Source: an optimization exercise on an open RTL-to-GDS flow (aim: small area and a short achievable clock period). Production flows keep margins and buffers that such runs may drop. The RTL was checked by simulation tests, not by an equivalence proof against the original design. Power figures rest on the tool's default switching activity, not on a simulated workload.

## flow/design.v (module list and top-level ports; edited modules follow where they fit)
// module Register_File: 41 lines
// module RegWord: 10 lines
// module HoldBit: 3 lines
// module RdBit: 10 lines
// module AOI3: 3 lines
// module ALU: 13 lines
// module MulTree: 1991 lines
// module MulResolve: 3 lines
// module PPBit: 1 lines
// module FA: 1 lines
// module HA: 1 lines
// module MIPS: 82 lines
module MIPS
(
input  wire        CLK ,
input  wire        RST ,
output wire [31:0] imem_addr ,
input  wire [31:0] imem_rdata ,
output wire [31:0] dmem_addr ,
output wire [31:0] dmem_wdata ,
output wire        dmem_we ,
input  wire [31:0] dmem_rdata
);
  // ...
==> flow/run.sh <==
#!/bin/bash
# synth_recipe.tcl (not shown) runs the flow's synth.tcl, then flattens the netlist and writes it again
# the make line also repeats each setting of config.mk as NAME=value (left out here)
make -C /OpenROAD-flow-scripts/flow DESIGN_CONFIG=/design/flow/config.mk WORK_HOME=/design/flow/orfs CLKGATE_MAP_FILE= SYNTH_SCRIPT=/design/flow/synth_recipe.tcl finish
==> flow/config.mk <==
export PLATFORM = sky130hd
export DESIGN_NAME = MIPS
export DESIGN_NICKNAME = MIPS
export VERILOG_FILES = /design/flow/design.v
export SDC_FILE = /design/flow/constraint.sdc
export NUM_CORES = 4
export LEC_CHECK = 0
export CAP_MARGIN = 20
export CORE_MARGIN = 2
export CORE_UTILIZATION = 35
export SETUP_SLACK_MARGIN = 5
export SLEW_MARGIN = 20
export SYNTH_HIERARCHICAL = 1
export SYNTH_MINIMUM_KEEP_SIZE = 0
==> flow/constraint.sdc <==
create_clock -name core_clock -period 18.5 [get_ports {CLK}]
set_input_delay 3.7000 -clock core_clock [delete_from_list [all_inputs] [get_ports {CLK}]]
set_output_delay 3.7000 -clock core_clock [all_outputs]
set_load 0.01 [all_outputs]
==> flow_summary.rst, run 1 <==
.. list-table::
   :header-rows: 1

   * - Metric
     - Value
   * - Run status
     - complete, no violations
   * - Hold depth
     - 1
   * - Hold Crit Endpoint
     - RF.valid[30]
   * - Number of filler instances in the final layout
     - 17710
   * - Detailed-placement wirelength estimate
     - 192.0 mm
   * - Wire length reported by the detailed router
     - 294.9 mm
   * - Most common library cell in the layout ignoring fill and taps
     - sky130_fd_sc_hd__nand2_1
   * - Multi-input gate share of the layout cell area
     - 52.72%
   * - Highest Signal Layer
     - met5
   * - Unique cell type count in the Yosys netlist
     - 103
   * - Global-route layer with the greatest usage
     - met2
   * - Worst min-delay path category
     - reg2reg
   * - Critical path arrival
     - 9630 ps
   * - Register area
     - 0.02415 mm2
   * - Number of max-cap violations
     - 0
   * - Number of synthesized flops with an enable pin
     - 69
   * - Cell types with the highest counts after synthesis
     - 1214 x sky130_fd_sc_hd__nand2_1, 1028 x sky130_fd_sc_hd__o21ai_1, 1024 x sky130_fd_sc_hd__dfxtp_1
   * - Post-synthesis compound-gate area fraction
     - 23.50%
   * - NetSw
     - 1.545 mW
   * - Die Outline Area
     - 0.1856 mm2
   * - Synth Flop Type
     - sky130_fd_sc_hd__dfxtp_1
   * - Leading cell types in the layout, fill and taps excluded
     - 1189 x sky130_fd_sc_hd__nand2_1, 1033 x sky130_fd_sc_hd__o21ai_1, 1024 x sky130_fd_sc_hd__dfxtp_1
   * - Count of hold buffers inserted by post-cts repair
     - 0
   * - Antenna Violating Nets Remaining
     - 0
   * - Count of inverters other than clock inverters in the layout
     - 121
   * - Site row count
     - 156
   * - Root buffer cell
     - sky130_fd_sc_hd__clkbuf_16
   * - Worst setup skew after layout
     - 49.46 ps
   * - Synth area leader
     - sky130_fd_sc_hd__dfxtp_1
   * - Setup tns final
     - 0 ps
   * - Top Family by Delay on Critical Path
     - simple AND/OR/NAND/NOR gates
   * - Met2 Routed Length
     - 121.4 mm
   * - Skew-Pair Late Insertion Delay
     - 800 ps
   * - Area after detailed placement
     - 0.06930 mm2
   * - Kind of end point of the critical path
     - output pin
   * - Buffer count excluding the clock tree in the final layout
     - 345
   * - Cell group occupying the most layout area
     - multi-input gates
   * - Clock group share of total power
     - 45.3%
   * - Required time of the critical path
     - 14800 ps
   * - Total count of max-transition violations in the final report
     - 0
==> inputs of run 2 (changes only) <==
==> flow/flow/run.sh (new file) <==
#!/bin/bash
# The standard layout (standard.sh), with two changes to how it is made:
# the port buffers are buf_2 cells, which timing repair may then resize,
# instead of the default delay buffers; and timing repair aims for 7 ns of
# setup slack instead of the usual margin. The constraints are the standard flow's.
set -euo pipefail
export BUFFER_PORTS_ARGS="-buffer_cell sky130_fd_sc_hd__buf_2"
export SETUP_SLACK_MARGIN=7
bash standard.sh > standard.log 2>&1
==> flow/standard.sh (new file) <==
#!/bin/bash
# synth_recipe.tcl (not shown) runs the flow's synth.tcl, then flattens the netlist and writes it again
# the make line also repeats each setting of config.mk as NAME=value (left out here)
make -C /OpenROAD-flow-scripts/flow DESIGN_CONFIG=/design/flow/config.mk WORK_HOME=/design/flow/orfs CLKGATE_MAP_FILE= SYNTH_SCRIPT=/design/flow/synth_recipe.tcl "${@:-finish}"
--- a/flow/config.mk
+++ b/flow/config.mk
@@ -9,5 +9,4 @@
 export CORE_MARGIN = 2
 export CORE_UTILIZATION = 35
-export SETUP_SLACK_MARGIN = 5
 export SLEW_MARGIN = 20
 export SYNTH_HIERARCHICAL = 1
removed: flow/run.sh
==> flow_summary.rst, run 2 <==
.. list-table::
   :header-rows: 1

   * - Metric
     - Value
   * - Instance count of the mapped netlist
     - 6866 (unchanged)
   * - Number of nets at the end of the flow
     - 7970 (was 7831)
   * - Final Wtd Congestion
     - 1.033 (was 1.009)
   * - Synth area leader
     - sky130_fd_sc_hd__dfxtp_1 (unchanged)
   * - Final count of negative-setup-slack endpoints
     - 0 (unchanged)
   * - Signed area change from the synthesized netlist to the final layout
     - 21.10% (was 15.88%)
   * - Least-Margin Pin Slew
     - 1219 ps (was 1300 ps)
   * - Antenna Violating Nets Remaining
     - 0 (unchanged)
   * - Met3 Resource Use GR
     - 10.61% (was 9.165%)
   * - Vias in the first global route
     - 59850 (was 59680)
   * - Final worst path period need
     - 12300 ps (was 13330 ps)
   * - Post-layout power
     - 5.991 mW (was 5.907 mW)
   * - Per-cell routed wire length
     - 31.62 um (was 30.50 um)
   * - Startpoint of the tightest hold check path
     - RF.r[19].w.q[27] (was RF.valid[30])
   * - Global-route layer with the greatest usage
     - met2 (unchanged)
   * - Critical path arrival
     - 8600 ps (was 9630 ps)
   * - Number of synthesized flops with an enable pin
     - 69 (unchanged)
   * - Registers with the most flip-flops
     - RF.r.w.q (1024), P (64), RF.valid (32) (unchanged)
   * - CP cell instances
     - buf_12 -> or2_4 -> buf_4 -> nor3_4 -> buf_12 -> a222oi_1 -> nand4_1 -> or3_4 -> nand2_2 -> nand2_2 -> xor2_2 -> ha_4 -> and4_4 -> and4_4 -> or3b_4 -> a211oi_4 -> a211oi_2 -> xnor2_1 -> buf_4 -> buf_6 (was clkbuf_2 -> nor2_1 -> nand2_1 -> nor3_2 -> buf_4 -> a222oi_1 -> nand4_1 -> or3_1 -> mux2_2 -> xor2_1 -> ha_1 -> a211oi_1 -> nor2_1 -> a211o_1 -> a21o_1 -> or2_4 -> a311oi_2 -> clkdlybuf4s50_1)
   * - Maximum number of pins on one net before global-route repair
     - 66 (unchanged)
   * - Sequential area share after synthesis
     - 37.87% (unchanged)
   * - Register area
     - 0.02415 mm2 (unchanged)
   * - Pwr per Cell Area
     - 77.59 mW/mm2 (was 79.95 mW/mm2)
   * - Input/output buffers
     - 160 (unchanged)
   * - Most common library cell in the layout ignoring fill and taps
     - sky130_fd_sc_hd__nand2_1 (unchanged)
   * - Root buffer cell
     - sky130_fd_sc_hd__clkbuf_16 (unchanged)
   * - CTS Buffer Depth
     - 3 (unchanged)
   * - Post-synthesis instance area
     - 0.06376 mm2 (unchanged)
   * - Flip-flop count of the largest register after layout
     - 1024 (unchanged)
   * - Multi-input logic area
     - 0.04075 mm2 (was 0.03895 mm2)
   * - Crit Reg-Reg Endpoint
     - P[31] (unchanged)
   * - Skew-Pair Late Insertion Delay
     - 820 ps (was 800 ps)
   * - Max stage delay cell, worst path
     - sky130_fd_sc_hd__nand4_1 (was sky130_fd_sc_hd__clkdlybuf4s50_1)
   * - Starting DRC count in detailed routing
     - 12350 (was 11410)
   * - Vias after detailed routing
     - 63890 (was 62160)
   * - First-pass GRT wire length
     - 430.3 mm (was 421.0 mm)
   * - Register with the most flip-flops
     - RF.r.w.q (unchanged)
   * - Final Hold Viols
     - 0 (unchanged)
   * - Worst reg2reg path startpoint
     - P[0] (was P[4])
   * - R2r setup slk
     - 9110 ps (was 9190 ps)
   * - Initial core utilization
     - 35.24% (unchanged)
   * - Number of antenna violations at the first check in global routing
     - 21 (was 35)
   * - Std-Cell Core Area
     - 0.1809 mm2 (unchanged)
   * - Num ports
     - 163 (unchanged)
   * - Clock-pin slew on the worst setup and hold paths
     - 60 ps (about the same)
   * - Count of hold buffers inserted by post-cts repair
     - 0 (unchanged)
   * - Fmax
     - 81.30 MHz (was 75.00 MHz)
   * - Synth Flop Type
     - sky130_fd_sc_hd__dfxtp_1 (unchanged)
   * - Max FO, Critical Path
     - 32 (unchanged)
   * - Overall die width
     - 430.8 um (unchanged)
   * - Overall track demand over capacity in global routing
     - 31.87% (was 30.99%)
   * - Fraction of layout instances using a drive strength above 1
     - 14.70% (was 8.136%)
   * - DIE HEIGHT
     - 430.8 um (unchanged)
   * - Count of cells along the worst register-to-register path
     - 22 (was 21)
   * - Mean cell area of the mapped netlist
     - 9.286 um2 (unchanged)
   * - Site row count
     - 156 (unchanged)
   * - Depth of the CTS H-tree
     - 4 (unchanged)
   * - Worst min-delay path category
     - reg2reg (unchanged)
   * - Critical Setup Path Class
     - in2out (unchanged)
   * - Top Family by Delay on Critical Path
     - simple AND/OR/NAND/NOR gates (unchanged)
   * - Share of the synthesized area in the top cell type
     - 32.15% (unchanged)
   * - FF+latch count, synth
     - 1156 (unchanged)
   * - Area contributors post-synth
     - sky130_fd_sc_hd__dfxtp_1 32%, sky130_fd_sc_hd__fa_1 14%, sky130_fd_sc_hd__a222oi_1 11%, sky130_fd_sc_hd__o21ai_1 8.1%, sky130_fd_sc_hd__nand2_1 7.1% (unchanged)
   * - CTS Buf Count
     - 132 (was 131)
   * - Average via count per standard cell
     - 6.502 (was 6.429)
   * - Number of max-cap violations
     - 0 (unchanged)
   * - Unique cell type count in the Yosys netlist
     - 103 (unchanged)
   * - Number of warning messages in the yosys log
     - 9 (unchanged)
   * - Worst setup skew after layout
     - 42.45 ps (was 49.46 ps)
   * - GRT met1 Usage
     - 39.83% (was 39.30%)
   * - Most numerous cell in the Yosys netlist
     - sky130_fd_sc_hd__nand2_1 (unchanged)
   * - Remaining DRCs
     - 0 (unchanged)
   * - Wire length reported by the detailed router
     - 310.7 mm (was 294.9 mm)
   * - GRT met2 Usage
     - 46.31% (was 45.09%)
   * - Final Cycle Share
     - 66.49% (was 72.07%)
   * - Detailed-placement wirelength estimate
     - 200.2 mm (was 192.0 mm)
   * - Worst Path Buf+Inv
     - 5 (was 3)
   * - Leading cell types in the layout, fill and taps excluded
     - 1176 x sky130_fd_sc_hd__nand2_1, 1033 x sky130_fd_sc_hd__o21ai_1, 1024 x sky130_fd_sc_hd__dfxtp_1 (was 1189 x sky130_fd_sc_hd__nand2_1, 1033 x sky130_fd_sc_hd__o21ai_1, 1024 x sky130_fd_sc_hd__dfxtp_1)
   * - Run status
     - complete, no violations (unchanged)
   * - Cell types with the highest counts after synthesis
     - 1214 x sky130_fd_sc_hd__nand2_1, 1028 x sky130_fd_sc_hd__o21ai_1, 1024 x sky130_fd_sc_hd__dfxtp_1 (unchanged)
   * - Setup tns final
     - 0 ps (unchanged)
   * - Number of filler instances in the final layout
     - 17550 (was 17710)
   * - Worst IR drop on VDD
     - 0.00007482 V (was 0.00007371 V)
   * - Overflow left after global routing
     - 0 (unchanged)
   * - Required time of the critical path
     - 14800 ps (about the same)
   * - Hold Crit Endpoint
     - RF.r[19].w.q[27] (was RF.valid[30])
   * - Pleak
     - 29.26 nW (was 27.31 nW)
   * - Slew Limit Headroom
     - 18.07% (was 13.04%)
   * - TritonCTS clock tree
     - yes (unchanged)
   * - Drt first pass iters
     - 13 (was 14)
   * - Total count of max-transition violations in the final report
     - 0 (unchanged)
   * - Kind of end point of the critical path
     - output pin (unchanged)
   * - Critical Path Start Type
     - input pin (unchanged)
   * - Fraction of synthesis flops using an asynchronous set or reset pin
     - 5.450% (unchanged)
   * - Sinks on Clock Net
     - 1156 (unchanged)
   * - Crit path largest cell delay
     - 750 ps (was 640 ps)
   * - Die Outline Area
     - 0.1856 mm2 (unchanged)
   * - Setup repair after global routing missed its margin
     - yes (was no)
   * - Hold depth
     - 2 (was 1)
-- run 2: cell counts after synthesis --
Identical to the previous run, type by type.
-- run 2: worst register-to-register path: cells and delay by family, from the launching register on --
family / cells / cell delay [ps]
adders and majority gates: 10 / 4840
AOI/OAI and AO/OA: 7 / 1970
and+or+nand+nor: 3 / 1420
buffers and inverters: 1 / 430
DFF: 1 / 380
xor gates and xnor gates: 1 / 170
-- run 2: cells by family after synthesis --
logic type,share of synthesized area [%]
simple gates,17.19
compound gates,23.50
flops,37.87
fa+ha+maj,16.30
buf+inv,2.066
xor+xnor,2.514
mux,0.5377
other cells,0.01178
-- run 2: how the worst max path moves through the flow --
| stage | startpoint | end | cells past startpoint |
|---|---|---|---|
| final | imem_rdata[20] | dmem_addr[31] | 20 |
| after global routing | imem_rdata[18] | dmem_addr[29] | 20 |
| after global placement | imem_rdata[19] | dmem_addr[19] | 17 |
| after CTS | imem_rdata[20] | dmem_addr[31] | 20 |
| after floorplan | imem_rdata[17] | dmem_addr[29] | 15 |
| after detailed placement | imem_rdata[19] | dmem_addr[31] | 18 |
-- run 2: cell type report --
cell class                 instances  share of cell area [%]
timing repair buffer             483                   5.587
antenna                           13                 0.04213
clock inverter                    53                  0.9528
inverter                         121                  0.5898
multi-input combinational       5442                   52.77
tap                             2370                   3.840
sequential                      1156                   31.27
clock buffer                     188                   4.944
-- run 2: modules after synthesis (local to each module, per instance), excerpt --
| module | area (um2) | cells | times used | flip-flops and latches |
|---|---|---|---|---|
| AOI3 | 10.01 | 1 | 704 | 0 |
| ALU | 2347 | 323 | 1 | 0 |
| MulTree | 733.2 | 130 | 1 | 0 |
| PPBit | 3.754 | 1 | 528 | 0 |
| FA | 20.02 | 1 | 435 | 0 |
| Register_File | 2407 | 319 | 1 | 32 |
| MulResolve | 1720 | 232 | 1 | 0 |
| HoldBit | 8.758 | 2 | 1024 | 0 |
| MIPS | 7461 | 838 | 1 | 100 |
-- run 2: what timing repair did --
item                                    4_1_cts  5_1_grt
endpoints found under the setup margin       31       27
gates cloned                                 10       11
pin swaps                                   121      105
setup buffers                                85       54
gates resized for setup                     283      154
-- run 2: power breakdown --
part / switching [mW] / internal (mW)
clock network: 1.17 / 1.58
registers: 0.0621 / 2.56
logic: 0.395 / 0.232
total: 1.63 / 4.36
-- run 2: per-stage QoR --
stage / instance area, um2 / hold slack (ps) / utilization, % / instances / setup WS [ps]
CTS: 75710 / 462.9 / 41.84 / 9747 / 6449
detailed placement: 68810 / 446.5 / 38.03 / 9411 / 5312
floorplan: 64340 / 427.5 / - / 6867 / 7040
global placement: 68790 / 443.2 / 38.02 / 9410 / 5296
finish: 77210 / 462.8 / 42.67 / 9826 / 6200
global route: 77180 / 474.7 / 42.66 / 9813 / 6258
-- run 2: metal layers --
metal  vias up  wire length (um)
li1      27260                 -
met1     30790            113900
met2      4632            128800
met3      1182             42070
met4        22             25590
met5         -               311

## static timing again, ports no longer ideal
The flow's constraints put no driver on any port. The routed layouts listed below were extracted and timed again, unchanged, in two steps. Step 1 assumes that a clkbuf_16 drives the clock port and a buf_2 every other input. Step 2 adds t to the input delays and takes it off the output delays; t is the mean of the earliest and latest rising clock arrival at the registers after step 1. Input paths then give back, and output paths get back, about the clock's delay inside the block. Three values: ideal, step 1, step 2; two values: the first two.
| run | t (ns) | setup WS [ns] | latest minus earliest clock arrival (ns) |
|---|---|---|---|
| run 1 | 0.855 | 5.166 / 5.140 / 5.140 | 0.050 / 0.049 |
| run 2 | 0.887 | 6.200 / 6.089 / 6.089 | 0.043 / 0.043 |
After both steps every run listed still meets setup and hold. The setup slack of run 2, which loses most, moves by -0.111 ns with the drivers and by -0.111 ns with both steps.
